From an optimization exercise on the open Yosys and OpenROAD flow, aimed at small area, a short achievable clock period and few clock cycles; shortcuts taken in it are not production practice. RTL that was checked went through simulation tests only; none was proved equivalent to the original.

Setup of zinc:
==> flow/design.v (excerpt) <==
module Riscv_core
    (
        input                   clk,
        input                   rst_n,
        output  [13:0]          rom_addr,    
        input   [31:0]          inst,
        output  [31:0]          dmem_addr,   
        input   [31:0]          dmem_rdata,  
        output  [31:0]          dmem_wdata,  
        output  [3:0]           dmem_wmask   
    );
For scale: ~1400 flip-flops, roughly 150 I/O pins.
clock: 24.0 ns
lec_check: 0
abc_area: 1
cap_margin: 30
core_margin: 2
core_utilization: 40
cts_buf_list: sky130_fd_sc_hd__clkbuf_8
cts_cluster_size: 24
place_density: 0.55
slew_margin: 20
setup_slack_margin: 17
buffer_ports_args: -buffer_cell sky130_fd_sc_hd__buf_4
standard.sh (not shown) runs the stock make flow with config.mk's settings and CLKGATE_MAP_FILE= SYNTH_SCRIPT=/design/flow/synth_recipe.tcl, a recipe that flattens the netlist after the stock synthesis.
==> flow/flow/run.sh <==
#!/bin/bash
# Standard layout, with the timing repair aiming for a setup margin and
# ordinary buffers (not delay cells) on the ports.
cp standard.sh standard_sh.txt
cp config.mk config_mk_my.txt
echo "export SETUP_SLACK_MARGIN = 17" >> config.mk
echo "export BUFFER_PORTS_ARGS = -buffer_cell sky130_fd_sc_hd__buf_4" >> config.mk
bash standard.sh > standard.log 2>&1
Input-level comparison between willow and zinc:
--- a/flow/design.v
+++ b/flow/design.v
@@ -139,15 +139,13 @@
     wire [31:0] d_ca  = d_na ? ~e_a : e_a;
     wire [31:0] d_cb  = d_nb ? ~e_b : e_b;
     wire [5:0]  d_lza, d_lzb;
     Lzc32 u_lza (.v(d_ca), .lz(d_lza));
     Lzc32 u_lzb (.v(d_cb), .lz(d_lzb));
     wire [6:0]  d_nq  = {1'b0, d_lzb} - {1'b0, d_lza} + (d_na ? 7'd2 : 7'd1);
-    wire        d_b1  = (e_b == 32'd1) | (d_nb & (e_b == 32'hffffffff));
-    wire [4:0]  d_n   = d_bz ? 5'd0 :
-                        (d_b1 | (~d_nq[6] & (d_nq[5:0] > 6'd32))) ? 5'd16 :
+    wire [4:0]  d_n   = (d_bz | (~d_nq[6] & (d_nq[5:0] > 6'd32))) ? 5'd16 :
                         d_nq[6] ? 5'd0 : (d_nq[5:0] + 6'd1) >> 1;
     reg  [31:0] d_r, d_q;
     reg  [4:0]  d_left;
     wire [31:0] d_ua  = d_na ? -e_a : e_a;
     wire [63:0] d_rot = {d_ua, d_ua} >> {d_n[3:0], 1'b0};
     reg  [31:0] d_r0, d_q0;
@@ -188,14 +186,14 @@
     always @(posedge clk) begin
         mh    <= m_go ? m_sum[41:8] : 34'd0;
         ml    <= {m_sum[7:0], ml[23:8]};
         mprev <= m_go & e_b[7];
         if (d_c0) begin
             d_r    <= d_r0;
-            d_q    <= d_q0 | {32{d_bz}};
-            d_left <= (d_bz | d_b1) ? 5'd0 : d_n;
+            d_q    <= d_q0;
+            d_left <= d_n;
         end else begin
             d_r    <= d_r1;
             d_q    <= d_q1;
             d_left <= d_left - 5'd1;
         end
     end
@@ -224,13 +222,14 @@
         case (m_f3[1:0])
             2'b00:   ld_data = {{24{~m_f3[2] & ld_b[7]}}, ld_b};
             2'b01:   ld_data = {{16{~m_f3[2] & ld_h[15]}}, ld_h};
             default: ld_data = dmem_rdata;
         endcase
     end
-    wire [31:0] wb = m_load ? ld_data : m_neg ? -m_val : m_val;
+    wire [31:0] m_res = m_neg ? -m_val : m_val;
+    wire [31:0] wb = m_load ? ld_data : m_res;
     always @(posedge clk) begin
         if (m_wen)
             rf[m_rd] <= wb;
     end
     always @(posedge clk or negedge rst_n) begin
         if (!rst_n) begin
@@ -281,14 +280,15 @@
         else
             d_imm = {{20{d_ir[31]}}, d_ir[31:20]};
     end
     wire        use1 = ~(d_lui | d_auipc | d_jal);
     wire        use2 = d_r_type | d_st | d_br;
     wire        e_late = e_load | e_mul | e_div;
-    wire        hazard = d_valid & ~kill & e_wen & e_late &
-                         ((use1 & (rs1 == e_rd)) | (use2 & (rs2 == e_rd)));
+    wire        hazard = d_valid & ~kill &
+                         ((e_wen & e_late & ((use1 & (rs1 == e_rd)) | (use2 & (rs2 == e_rd)))) |
+                          (m_wen & m_load & ((use1 & (rs1 == m_rd)) | (use2 & (rs2 == m_rd)))));
     reg  [31:0] rf1, rf2;
     always @(*) begin
         rf1 = 32'd0;
         rf2 = 32'd0;
         for (k = 1; k < 32; k = k + 1) begin
             rf1 = rf1 | ({32{rs1 == k}} & rf[k]);
@@ -296,24 +296,25 @@
         end
     end
     wire        fe1 = e_wen & (e_rd == rs1);
     wire        fe2 = e_wen & (e_rd == rs2);
     wire        fm1 = m_wen & (m_rd == rs1);
     wire        fm2 = m_wen & (m_rd == rs2);
-    wire [31:0] rv1 = (rs1 == 5'd0) ? 32'd0 : fe1 ? e_res : fm1 ? wb : rf1;
-    wire [31:0] rv2 = (rs2 == 5'd0) ? 32'd0 : fe2 ? e_res : fm2 ? wb : rf2;
+    wire [31:0] rv1 = (rs1 == 5'd0) ? 32'd0 : fe1 ? e_res : fm1 ? m_res : rf1;
+    wire [31:0] rv2 = (rs2 == 5'd0) ? 32'd0 : fe2 ? e_res : fm2 ? m_res : rf2;
     wire        go   = e_done & ~redirect & ~hazard;    
     wire        take = go & d_valid & ~kill;
     wire        d_next = (d_imm == 32'd4);
     wire        d_pred = d_br & d_imm[31];
     assign      d_fp   = d_valid & (d_jal | d_pred);
     assign rom_addr = pc_f[15:2];
     wire        f_jal  = (inst[6:0] == 7'b1101111);
     wire        f_bb   = (inst[6:0] == 7'b1100011) & inst[31];
-    wire [31:2] f_tj   = pc_f + {{12{inst[31]}}, inst[19:12], inst[20], inst[30:22]};
-    wire [31:2] f_tb   = pc_f + {{20{inst[31]}}, inst[7], inst[30:25], inst[11:9]};
+    wire [31:2] f_imm  = f_jal ? {{12{inst[31]}}, inst[19:12], inst[20], inst[30:22]} :
+                                 {{20{inst[31]}}, inst[7], inst[30:25], inst[11:9]};
+    wire [31:2] f_tgt  = pc_f + f_imm;
     always @(posedge clk or negedge rst_n) begin
         if (!rst_n) begin
             pc_f     <= 30'd0;
             d_valid  <= 1'b0;
             e_wen    <= 1'b0;
             e_aluop  <= 1'b0;
@@ -328,13 +329,13 @@
             e_div    <= 1'b0;
         end else if (e_done) begin
             if (redirect) begin
                 pc_f    <= redirect_pc;
                 d_valid <= 1'b0;
             end else if (~hazard) begin
-                pc_f    <= f_jal ? f_tj : f_bb ? f_tb : pc_f + 30'd1;
+                pc_f    <= (f_jal | f_bb) ? f_tgt : pc_f + 30'd1;
                 d_valid <= 1'b1;
             end
             e_wen    <= take & (rd != 5'd0) &
                         (d_r_type | d_i_alu | d_ld | d_jal | d_jalr | d_lui | d_auipc);
             e_aluop  <= take & ((d_r_type & ~d_ir[25]) | d_i_alu);
             e_load   <= take & d_ld;
willow: post-route clock period utilization lower than zinc
zinc → willow: met3 usage in global routing higher, overall routed net length moved down, estimated wirelength of the detail-placed design decreased by about 2.6% relative to the old numbers.
Final instance area down about 2% in willow wrt zinc
Of the two values seen for library cell contributing the largest single delay on the critical path, sky130_fd_sc_hd__nor4_4 was produced by willow and sky130_fd_sc_hd__fa_1 by zinc.
Compared with zinc, willow shows a higher part of the Yosys area used for sequential elements.
In willow the number of clock buffers inserted by TritonCTS turned out 5 lower than in zinc.
No run of this note included a check of the RTL's function; only the layout flow was run.

* * *

Setup of the baseline:
Riscv_core, a different RTL version from the one above (not shown whole).
Size: about 12000 cells after synthesis, roughly 1500 flip-flops, ~150 I/O pins, roughly 0.096 mm² of cells after synthesis.
Design Riscv_core, start of the top module:
module Riscv_core
    (
        input                   clk,
        input                   rst_n,
        output  [13:0]          rom_addr,    
        input   [31:0]          inst,
        output  [31:0]          dmem_addr,   
        input   [31:0]          dmem_rdata,  
        output  [31:0]          dmem_wdata,  
        output  [3:0]           dmem_wmask   
    );
clock: 24.0 ns
lec_check: 0
abc_area: 1
cap_margin: 30
core_margin: 2
core_utilization: 40
cts_buf_list: sky130_fd_sc_hd__clkbuf_8
cts_cluster_size: 24
place_density: 0.55
slew_margin: 20
setup_slack_margin: 17
buffer_ports_args: -buffer_cell sky130_fd_sc_hd__buf_4
Scripts as last shown in full above: flow/flow/run.sh
Input-level comparison between the candidate and the baseline:
diff --git a/flow/design.v b/flow/design.v
--- a/flow/design.v
+++ b/flow/design.v
@@ -85,15 +85,14 @@
     wire        m_sb = (e_f3[1:0] == 2'b01);                            
     reg  [33:0] mh;            
     reg  [23:0] ml;            
     reg         mprev;         
     wire        m_last3 = (md_cnt[1:0] == 2'd3);
     wire        m_top  = m_last3 & ~m_sb & e_b[7];
-    reg         m_sw;
-    wire [41:0] m_as   = m_sw ? {{10{m_sb & e_b[31]}}, e_b} : {{10{m_sa & e_a[31]}}, e_a};
-    wire [8:0]  m_bits = m_sw ? {e_a[7:0], 1'b0} : {e_b[7:0], mprev};
+    wire [41:0] m_as   = {{10{m_sa & e_a[31]}}, e_a};
+    wire [8:0]  m_bits = {e_b[7:0], mprev};
     reg  [41:0] m_row [0:3];
     reg  [41:0] m_x;
     reg         m_one, m_two, m_ng;
     reg  [41:0] m_sel;
     always @(*) begin
         m_x = m_top ? {m_as[33:0], 8'd0} : 42'd0;
@@ -119,19 +118,17 @@
                         (m_c1[40:0] & m_s2[40:0]), 1'b0};
     wire [41:0] m_s4 = m_s3 ^ m_c3 ^ m_c2;
     wire [41:0] m_c4 = {(m_s3[40:0] & m_c3[40:0]) | (m_s3[40:0] & m_c2[40:0]) |
                         (m_c3[40:0] & m_c2[40:0]), 1'b0};
     wire [41:0] m_sum  = m_s4 + m_c4;
     wire        m_rest = (e_b[31:7] == 25'd0) | (m_sb & (e_b[31:7] == {25{1'b1}}));
-    wire        m_afit = (e_a[31:7] == 25'd0) | (m_sa & (e_a[31:7] == {25{1'b1}}));
-    wire        m_swap = e_mul & (md_cnt == 5'd0) & ~m_rest & m_afit;
-    wire        mul_end = m_last3 | m_rest | m_sw;
+    wire        mul_end = m_last3 | m_rest;
     wire [63:0] m_ext = {{22{m_sum[41]}}, m_sum};
     reg  [63:0] m_p;
     always @(*) begin
-        case (md_cnt[1:0] & {2{~m_sw}})
+        case (md_cnt[1:0])
             2'd0:    m_p = m_ext;
             2'd1:    m_p = {m_ext[55:0], ml[23:16]};
             2'd2:    m_p = {m_ext[47:0], ml[23:8]};
             default: m_p = {m_ext[39:0], ml};
         endcase
     end
@@ -189,14 +186,13 @@
             md_cnt <= 5'd0;
         else
             md_cnt <= md_cnt + 5'd1;
     end
     wire        m_go = e_mul & ~e_done;
     always @(posedge clk) begin
-        mh    <= (m_go & ~m_swap) ? m_sum[41:8] : 34'd0;
-        m_sw  <= m_swap;
+        mh    <= m_go ? m_sum[41:8] : 34'd0;
         ml    <= {m_sum[7:0], ml[23:8]};
         mprev <= m_go & e_b[7];
         if (d_c0) begin
             d_q    <= d_na ? -e_a : e_a;
             d_left <= d_n;
             d_zero <= d_bz;
@@ -313,17 +309,18 @@
     wire [31:0] rv1 = (rs1 == 5'd0) ? 32'd0 : fe1 ? e_res : fm1 ? wb : rf1;
     wire [31:0] rv2 = (rs2 == 5'd0) ? 32'd0 : fe2 ? e_res : fm2 ? wb : rf2;
     wire        go   = e_done & ~redirect & ~hazard;    
     wire        take = go & d_valid & ~kill;
     wire        d_next = (d_imm == 32'd4);
     wire        d_pred = d_br & d_imm[31];
-    wire [31:2] d_tgt  = d_pc + d_imm[31:2];
-    assign      d_fp   = d_valid & d_jal;
+    assign      d_fp   = d_valid & (d_jal | d_pred);
     assign rom_addr = pc_f[15:2];
     wire        f_jal  = (inst[6:0] == 7'b1101111);
+    wire        f_bb   = (inst[6:0] == 7'b1100011) & inst[31];
     wire [31:2] f_tj   = pc_f + {{12{inst[31]}}, inst[19:12], inst[20], inst[30:22]};
+    wire [31:2] f_tb   = pc_f + {{20{inst[31]}}, inst[7], inst[30:25], inst[11:9]};
     always @(posedge clk or negedge rst_n) begin
         if (!rst_n) begin
             pc_f     <= 30'd0;
             d_valid  <= 1'b0;
             e_wen    <= 1'b0;
             e_aluop  <= 1'b0;
@@ -338,19 +335,14 @@
             e_div    <= 1'b0;
         end else if (e_done) begin
             if (redirect) begin
                 pc_f    <= redirect_pc;
                 d_valid <= 1'b0;
             end else if (~hazard) begin
-                if (d_valid & d_pred & ~kill) begin
-                    pc_f    <= d_tgt;
-                    d_valid <= 1'b0;
-                end else begin
-                    pc_f    <= f_jal ? f_tj : pc_f + 30'd1;
-                    d_valid <= 1'b1;
-                end
+                pc_f    <= f_jal ? f_tj : f_bb ? f_tb : pc_f + 30'd1;
+                d_valid <= 1'b1;
             end
             e_wen    <= take & (rd != 5'd0) &
                         (d_r_type | d_i_alu | d_ld | d_jal | d_jalr | d_lui | d_auipc);
             e_aluop  <= take & ((d_r_type & ~d_ir[25]) | d_i_alu);
             e_load   <= take & d_ld;
             e_store  <= take & d_st;
@@ -377,13 +369,13 @@
         e_use_b <= d_r_type | d_br;
         if (e_done) begin
             e_a     <= rv1;
             e_b     <= rv2;
             e_rd    <= rd;
             e_f3    <= d_ir[14:12];
-        end else if (e_mul & ~m_swap) begin
+        end else if (e_mul) begin
             e_b     <= {{8{m_sb & e_b[31]}}, e_b[31:8]};
         end
     end
 endmodule
 module Lzc32
     (
--- outcome ---
Every stage of the flow completed for the candidate, and the final layout passed the timing, DRC and antenna checks. Die area, the candidate and the baseline: larger value in the baseline. Looking at worst path setup slack after routing across both flows, the candidate is the weaker of the two, with the baseline ahead. Re wire length after detailed routing: the candidate and the baseline aren't equal, and the lower value belongs to the candidate. Flop-to-flop setup slack: the candidate vs the baseline up 110 ps. | longest individual stage delay on the worst path | the candidate vs the baseline | 280 ps lower |. In the candidate relative to the baseline, area after synthesis had gone down by a few percent. In the tables for the candidate and the baseline, post-route core utilization reads lower with the candidate. Number of DRC markers after the initial detailed-route iteration of the candidate falls short of that of the baseline by more than 10%. Sort the candidate and the baseline by non-clock inverter total of the final layout, ascending, and the candidate comes first. The final worst clock skew of the baseline and that of the candidate are within noise of each other. The total routing usage reported by global routing of the candidate falls short of that of the baseline by 1.2 points.
Function was not checked in any run of this note: the RTL went through the layout flow alone.

* * *

RTL: one of the versions met above, not the one the previous note started from.
Size in the first run: roughly 11000 cells after synthesis, roughly 1400 flip-flops, roughly 150 I/O pins, ~93000 um^2 of cells after synthesis.
clock: 24.0 ns
lec_check: 0
abc_area: 1
cap_margin: 30
core_margin: 2
core_utilization: 45
cts_buf_list: sky130_fd_sc_hd__clkbuf_8
cts_cluster_size: 24
place_density: 0.6
slew_margin: 20
setup_slack_margin: 17
buffer_ports_args: -buffer_cell sky130_fd_sc_hd__buf_4
Scripts as last shown in full above: flow/flow/run.sh
Change:
--- a/flow/design.v
+++ b/flow/design.v
@@ -133,27 +133,25 @@
     end
     wire [31:0] mul_out = (e_f3[1:0] == 2'b00) ? m_p[31:0] : m_p[63:32];
     wire        d_signed = ~e_f3[0];
     wire        d_na  = d_signed & e_a[31];
     wire        d_nb  = d_signed & e_b[31];
     wire        d_bz  = (e_b == 32'd0);
     wire [31:0] d_ca  = d_na ? ~e_a : e_a;
     wire [31:0] d_cb  = d_nb ? ~e_b : e_b;
     wire [5:0]  d_lza, d_lzb;
     Lzc32 u_lza (.v(d_ca), .lz(d_lza));
     Lzc32 u_lzb (.v(d_cb), .lz(d_lzb));
     wire [6:0]  d_nq  = {1'b0, d_lzb} - {1'b0, d_lza} + (d_na ? 7'd2 : 7'd1);
-    wire        d_b1  = (e_b == 32'd1) | (d_nb & (e_b == 32'hffffffff));
-    wire [4:0]  d_n   = d_bz ? 5'd0 :
-                        (d_b1 | (~d_nq[6] & (d_nq[5:0] > 6'd32))) ? 5'd16 :
+    wire [4:0]  d_n   = (d_bz | (~d_nq[6] & (d_nq[5:0] > 6'd32))) ? 5'd16 :
                         d_nq[6] ? 5'd0 : (d_nq[5:0] + 6'd1) >> 1;
     reg  [31:0] d_r, d_q;
     reg  [4:0]  d_left;
     wire [31:0] d_ua  = d_na ? -e_a : e_a;
     wire [63:0] d_rot = {d_ua, d_ua} >> {d_n[3:0], 1'b0};
     reg  [31:0] d_r0, d_q0;
     always @(*) begin
         for (k = 0; k < 32; k = k + 1) begin
             d_r0[k] = (k < 32 - 2 * d_n) ? d_rot[k] : 1'b0;
             d_q0[k] = (k < 32 - 2 * d_n) ? 1'b0 : d_rot[k];
         end
     end
@@ -182,26 +180,26 @@
         else if (e_done)
             md_cnt <= 5'd0;
         else
             md_cnt <= md_cnt + 5'd1;
     end
     wire        m_go = e_mul & ~e_done;
     always @(posedge clk) begin
         mh    <= m_go ? m_sum[41:8] : 34'd0;
         ml    <= {m_sum[7:0], ml[23:8]};
         mprev <= m_go & e_b[7];
         if (d_c0) begin
             d_r    <= d_r0;
-            d_q    <= d_q0 | {32{d_bz}};
-            d_left <= (d_bz | d_b1) ? 5'd0 : d_n;
+            d_q    <= d_q0;
+            d_left <= d_n;
         end else begin
             d_r    <= d_r1;
             d_q    <= d_q1;
             d_left <= d_left - 5'd1;
         end
     end
     assign dmem_addr  = m_val;
     assign dmem_wdata = m_wdata;
     reg  [3:0]  wmask;
     always @(*) begin
         case (m_f3[1:0])
             2'b00:   wmask = 4'b0001 << m_val[1:0];
@@ -300,47 +298,48 @@
     wire        fm1 = m_wen & (m_rd == rs1);
     wire        fm2 = m_wen & (m_rd == rs2);
     wire [31:0] rv1 = (rs1 == 5'd0) ? 32'd0 : fe1 ? e_res : fm1 ? wb : rf1;
     wire [31:0] rv2 = (rs2 == 5'd0) ? 32'd0 : fe2 ? e_res : fm2 ? wb : rf2;
     wire        go   = e_done & ~redirect & ~hazard;    
     wire        take = go & d_valid & ~kill;
     wire        d_next = (d_imm == 32'd4);
     wire        d_pred = d_br & d_imm[31];
     assign      d_fp   = d_valid & (d_jal | d_pred);
     assign rom_addr = pc_f[15:2];
     wire        f_jal  = (inst[6:0] == 7'b1101111);
     wire        f_bb   = (inst[6:0] == 7'b1100011) & inst[31];
-    wire [31:2] f_tj   = pc_f + {{12{inst[31]}}, inst[19:12], inst[20], inst[30:22]};
-    wire [31:2] f_tb   = pc_f + {{20{inst[31]}}, inst[7], inst[30:25], inst[11:9]};
+    wire [31:2] f_imm  = f_jal ? {{12{inst[31]}}, inst[19:12], inst[20], inst[30:22]} :
+                                 {{20{inst[31]}}, inst[7], inst[30:25], inst[11:9]};
+    wire [31:2] f_tgt  = pc_f + f_imm;
     always @(posedge clk or negedge rst_n) begin
         if (!rst_n) begin
             pc_f     <= 30'd0;
             d_valid  <= 1'b0;
             e_wen    <= 1'b0;
             e_aluop  <= 1'b0;
             e_load   <= 1'b0;
             e_store  <= 1'b0;
             e_branch <= 1'b0;
             e_jal    <= 1'b0;
             e_jalr   <= 1'b0;
             e_lui    <= 1'b0;
             e_auipc  <= 1'b0;
             e_mul    <= 1'b0;
             e_div    <= 1'b0;
         end else if (e_done) begin
             if (redirect) begin
                 pc_f    <= redirect_pc;
                 d_valid <= 1'b0;
             end else if (~hazard) begin
-                pc_f    <= f_jal ? f_tj : f_bb ? f_tb : pc_f + 30'd1;
+                pc_f    <= (f_jal | f_bb) ? f_tgt : pc_f + 30'd1;
                 d_valid <= 1'b1;
             end
             e_wen    <= take & (rd != 5'd0) &
                         (d_r_type | d_i_alu | d_ld | d_jal | d_jalr | d_lui | d_auipc);
             e_aluop  <= take & ((d_r_type & ~d_ir[25]) | d_i_alu);
             e_load   <= take & d_ld;
             e_store  <= take & d_st;
             e_branch <= take & d_br;
             e_jal    <= take & d_jal;
             e_jalr   <= take & d_jalr;
             e_lui    <= take & d_lui;
             e_auipc  <= take & d_auipc;
Via count came out lower by 4.3%.
Fmax came out higher by 4.1%.
Routed wire length shrinks by 5.6%.
Cell area fell by 2.0%.
Global-route usage shrinks by 2.1 points.
Clock-buffer cell count goes down by 10.
Hold slack degrades by 0.042 ns.
Utilization is lower by 0.49 points.
Testbench counts after the change, summed over its fixed seeds: cycles 35,921.
Only the layout flow was run in the first run of this note; the RTL was not checked for function there.

## re-timing with driven ports
The flow's constraints put no driver on any port. The routed layouts listed below were extracted and timed again, unchanged, in two steps.
Step 1: set_driving_cell puts a clkbuf_16 on clk and a buf_2 on each other input, an assumption about the parent block.
Step 2, shift: input delay + t, output delay - t, t = (earliest + latest rising clock arrival at the registers) / 2. This alone moves slack from input paths to output paths.
a / b / c = ideal ports / drivers / drivers and shift; a / b = the first two.
| run | t (ns) | setup WS [ns] | worst setup path after step 2 |
|---|---|---|---|
| zinc | 1.121 | 16.819 / 16.819 / 15.772 | input to register |
| willow | 1.121 | 16.912 / 16.895 / 15.820 | input to register |
| the baseline | 1.137 | 16.999 / 16.982 / 15.918 | input to register |
| the candidate | 1.124 | 16.924 / 16.963 / 15.838 | input to register |
| the first run of note 3 | 1.115 | 16.740 / 16.737 / 15.680 | input to register |
| the second run of note 3 | 1.118 | 17.027 / 16.926 / 16.006 | input to register |
After both steps every run listed still meets setup and hold. For willow, which loses most, drivers alone change the setup slack by -0.017 ns; drivers and shift together by -1.092 ns.
